Background: an optimization exercise with open tools, aiming at small area and a short achievable clock period. Do not read the settings as production practice. Only simulation tests tie the RTL to the original design; equivalence was not proved. Power figures rest on the tool's default switching activity, not on a simulated workload.

## rat_round
module rat_round #(parameter WIDTH=32) (
        input clk,
        input rst,
        input [WIDTH-1:0] in_num,
        input [WIDTH-1:0] in_den,
        output wire [WIDTH-1:0] out_num,
        output wire [WIDTH-1:0] out_den,
        output wire rdy
    );
==> flow/config.mk <==
export PLATFORM = sky130hd
export DESIGN_NAME = rat_round
export DESIGN_NICKNAME = rat_round
export VERILOG_FILES = /design/flow/design.v
export SDC_FILE = /design/flow/constraint.sdc
export NUM_CORES = 4
export LEC_CHECK = 0
export ABC_AREA = 1
export CAP_MARGIN = 20
export CORE_MARGIN = 2
export CORE_UTILIZATION = 60
export CTS_BUF_LIST = sky130_fd_sc_hd__clkbuf_4 sky130_fd_sc_hd__clkbuf_8
export GPL_ROUTABILITY_DRIVEN = 0
export PLACE_DENSITY = 0.85
export SLEW_MARGIN = 80
==> flow/constraint.sdc <==
create_clock -name core_clock -period 72.0 [get_ports {clk}]
set_input_delay 14.4000 -clock core_clock [delete_from_list [all_inputs] [get_ports {clk}]]
set_output_delay 14.4000 -clock core_clock [all_outputs]
set_load 0.01 [all_outputs]
run.sh (not shown) runs the stock make flow with config.mk's settings and CLKGATE_MAP_FILE= SYNTH_SCRIPT=/design/flow/synth_recipe.tcl, a recipe that flattens the netlist after the stock synthesis.
==> next run, changes <==
==> flow/flow/run.sh (new file) <==
#!/bin/bash
# Own layout flow: the standard synthesis and layout (standard.sh), except
# that the input and output ports are buffered with buf_2 cells rather than the
# clkdlybuf4s50 delay buffer that buffer_ports picks by itself, and that global
# placement reweights a larger share of the most timing-critical nets.
set -euo pipefail
cd "$(dirname "$(readlink -f "$0")")/.."
bash standard.sh synth > flow_synth.log 2>&1
bash standard.sh "BUFFER_PORTS_ARGS=-buffer_cell sky130_fd_sc_hd__buf_2" \
  "GLOBAL_PLACEMENT_ARGS=-timing_driven_nets_percentage 30 -timing_driven_net_weight_max 5" \
  finish > flow_layout.log 2>&1
==> flow/standard.sh (new file) <==
#!/bin/bash
# synth_recipe.tcl (not shown) runs the flow's synth.tcl, then flattens the netlist and writes it again
# the make line also repeats each setting of config.mk as NAME=value (left out here)
make -C /OpenROAD-flow-scripts/flow DESIGN_CONFIG=/design/flow/config.mk WORK_HOME=/design/flow/orfs CLKGATE_MAP_FILE= SYNTH_SCRIPT=/design/flow/synth_recipe.tcl "${@:-finish}"
removed: flow/run.sh
Outcome:
- design area decreases by 1.0%
- setup slack gets worse by 0.62 ns
- final cell count is about the same
- flip-flop and latch count is unchanged
- fmax decreases by 2.3%
- clock skew decreases by 0.0093 ns
- global-route usage increases by 0.60 points
- non-clock buffer count increases by 4
- area after synthesis is unchanged
- combinational power decreases by about 2%


Setup of zinc:
rat_round, a different RTL version from the one above (not shown whole).
Size: about 5,600 cells after synthesis, about 130 I/O pins, roughly 0.037 mm2 of cells after synthesis.
## rat_round
module rat_round #(parameter WIDTH=32) (
        input clk,
        input rst,
        input [WIDTH-1:0] in_num,
        input [WIDTH-1:0] in_den,
        output wire [WIDTH-1:0] out_num,
        output wire [WIDTH-1:0] out_den,
        output wire rdy
    );
    reg rdy_a, rdy_b, rdy_c;
    always @(posedge clk) begin
        if (rst) begin
            rdy_a <= 1'b0;
            rdy_b <= 1'b0;
            rdy_c <= 1'b0;
        end else begin
            rdy_a <= 1'b1;
            rdy_b <= rdy_a;
            rdy_c <= rdy_b;
        end
    end
    assign rdy = rdy_c;
    assign out_den = 1;
    wire        neg = in_den[31];
    wire [31:0] n0 = neg ? -in_num : in_num;
    wire [31:0] d0 = neg ? -in_den : in_den;
    wire [0:0] x31 = n0[31];
    wire r31_g0 = ~x31[0] & d0[0];
    wire r31_e0 = ~(x31[0] ^ d0[0]);
    wire q31 = ~r31_g0 & ~|d0[31:1];
    wire [0:0] p31;
    assign p31[0] = q31 ? (r31_e0 ~^ 1'b0) : x31[0];
    wire [31:31] qq31 = q31;
    wire [1:0] x30 = {p31, n0[30]};
    wire r30_g0 = ~x30[0] & d0[0];
    wire r30_e0 = ~(x30[0] ^ d0[0]);
    wire r30_g1 = ~x30[1] & d0[1];
    wire r30_e1 = ~(x30[1] ^ d0[1]);
    wire r30g_1 = r30_g1 | (r30_e1 & r30_g0);
    wire r30p_2 = r30_e1 & r30_e0;
    wire q30 = ~r30g_1 & ~|d0[31:2];
    wire [1:0] p30;
    assign p30[0] = q30 ? (r30_e0 ~^ 1'b0) : x30[0];
    assign p30[1] = q30 ? (r30_e1 ~^ r30_g0) : x30[1];
    wire [31:30] qq30 = {qq31, q30};
    wire [2:0] x29 = {p30, n0[29]};
    wire r29_g0 = ~x29[0] & d0[0];
    wire r29_e0 = ~(x29[0] ^ d0[0]);
    wire r29_g1 = ~x29[1] & d0[1];
    wire r29_e1 = ~(x29[1] ^ d0[1]);
    wire r29_g2 = ~x29[2] & d0[2];
    wire r29_e2 = ~(x29[2] ^ d0[2]);
    wire r29g_3 = r29_g1 | (r29_e1 & r29_g0);
    wire r29p_4 = r29_e1 & r29_e0;
  ...
export LEC_CHECK = 0
export ABC_AREA = 1
export CAP_MARGIN = 20
export CORE_MARGIN = 2
export CORE_UTILIZATION = 60
export CTS_BUF_LIST = sky130_fd_sc_hd__clkbuf_4 sky130_fd_sc_hd__clkbuf_8
export GPL_ROUTABILITY_DRIVEN = 0
export PLACE_DENSITY = 0.85
export SLEW_MARGIN = 80
create_clock -name core_clock -period 72.0 [get_ports {clk}]
standard.sh (not shown) runs the stock make flow with config.mk's settings and CLKGATE_MAP_FILE= SYNTH_SCRIPT=/design/flow/synth_recipe.tcl, a recipe that flattens the netlist after the stock synthesis.
==> flow/flow/run.sh <==
#!/bin/bash
# Own layout flow: the standard synthesis and layout (standard.sh), except
# that the input and output ports are buffered with buf_2 cells rather than the
# clkdlybuf4s50 delay buffer that buffer_ports picks by itself.
set -euo pipefail
cd "$(dirname "$(readlink -f "$0")")/.."
bash standard.sh synth > flow_synth.log 2>&1
bash standard.sh "BUFFER_PORTS_ARGS=-buffer_cell sky130_fd_sc_hd__buf_2" finish > flow_layout.log 2>&1
[inputs] sierra vs zinc
Settings: putting CTS_CLUSTER_SIZE at 22 where nothing was set; swapping sky130_fd_sc_hd__clkbuf_4 sky130_fd_sc_hd__clkbuf_8 for sky130_fd_sc_hd__clkbuf_16 in CTS_BUF_LIST; putting CTS_CLUSTER_DIAMETER at 100 where nothing was set.
Findings:
sierra completed end to end with timing, DRC and antenna clean. The clock-pin slew on the worst setup and hold paths of sierra exceeds that of zinc by 0.03 ns. Fmax of zinc is on par with sierra. Delta (sierra minus zinc): utilization after layout shows a reduction of 0.80 points; via count of the first global-routing pass shows a reduction of 545; count of clock-buffer cells in the layout shows a reduction of 44; data required time of the worst path shows a reduction of 0.14 ns. Across both runs, overall power after layout was lower for sierra than for zinc.

==> separate check: timing with driven ports <==
In the flow no input, the clock included, has a driving cell. The finished layouts below were timed again as built, in two steps. Step 1 sets driving cells, clkbuf_16 on the clock port and buf_2 on the other inputs (assumed; they add their load-dependent delay and slew). Step 2 moves the port delays by t, midway between the first and last clock arrival at a register: inputs arrive t later, outputs are due t later. That takes back most of the time a late clock gives input paths. Three values: ideal ports, drivers, drivers and shift; two values: the first two.
| run | shift t [ns] | slack for setup (ns) | worst register clock-pin slew, ns |
|---|---|---|---|
| the first run of note 1 | 0.698 | 45.226 / 45.168 / 44.901 | 0.09 / 0.09 |
| the second run of note 1 | 0.704 | 44.606 / 44.606 / 44.606 | 0.07 / 0.07 |
| zinc | 0.665 | 46.307 / 46.338 / 45.672 | 0.09 / 0.09 |
| sierra | 0.577 | 46.267 / 46.309 / 45.732 | 0.09 / 0.09 |
After both steps every run listed still meets setup and hold. For zinc, which loses most, drivers alone change the setup slack by +0.031 ns; drivers and shift together by -0.635 ns.
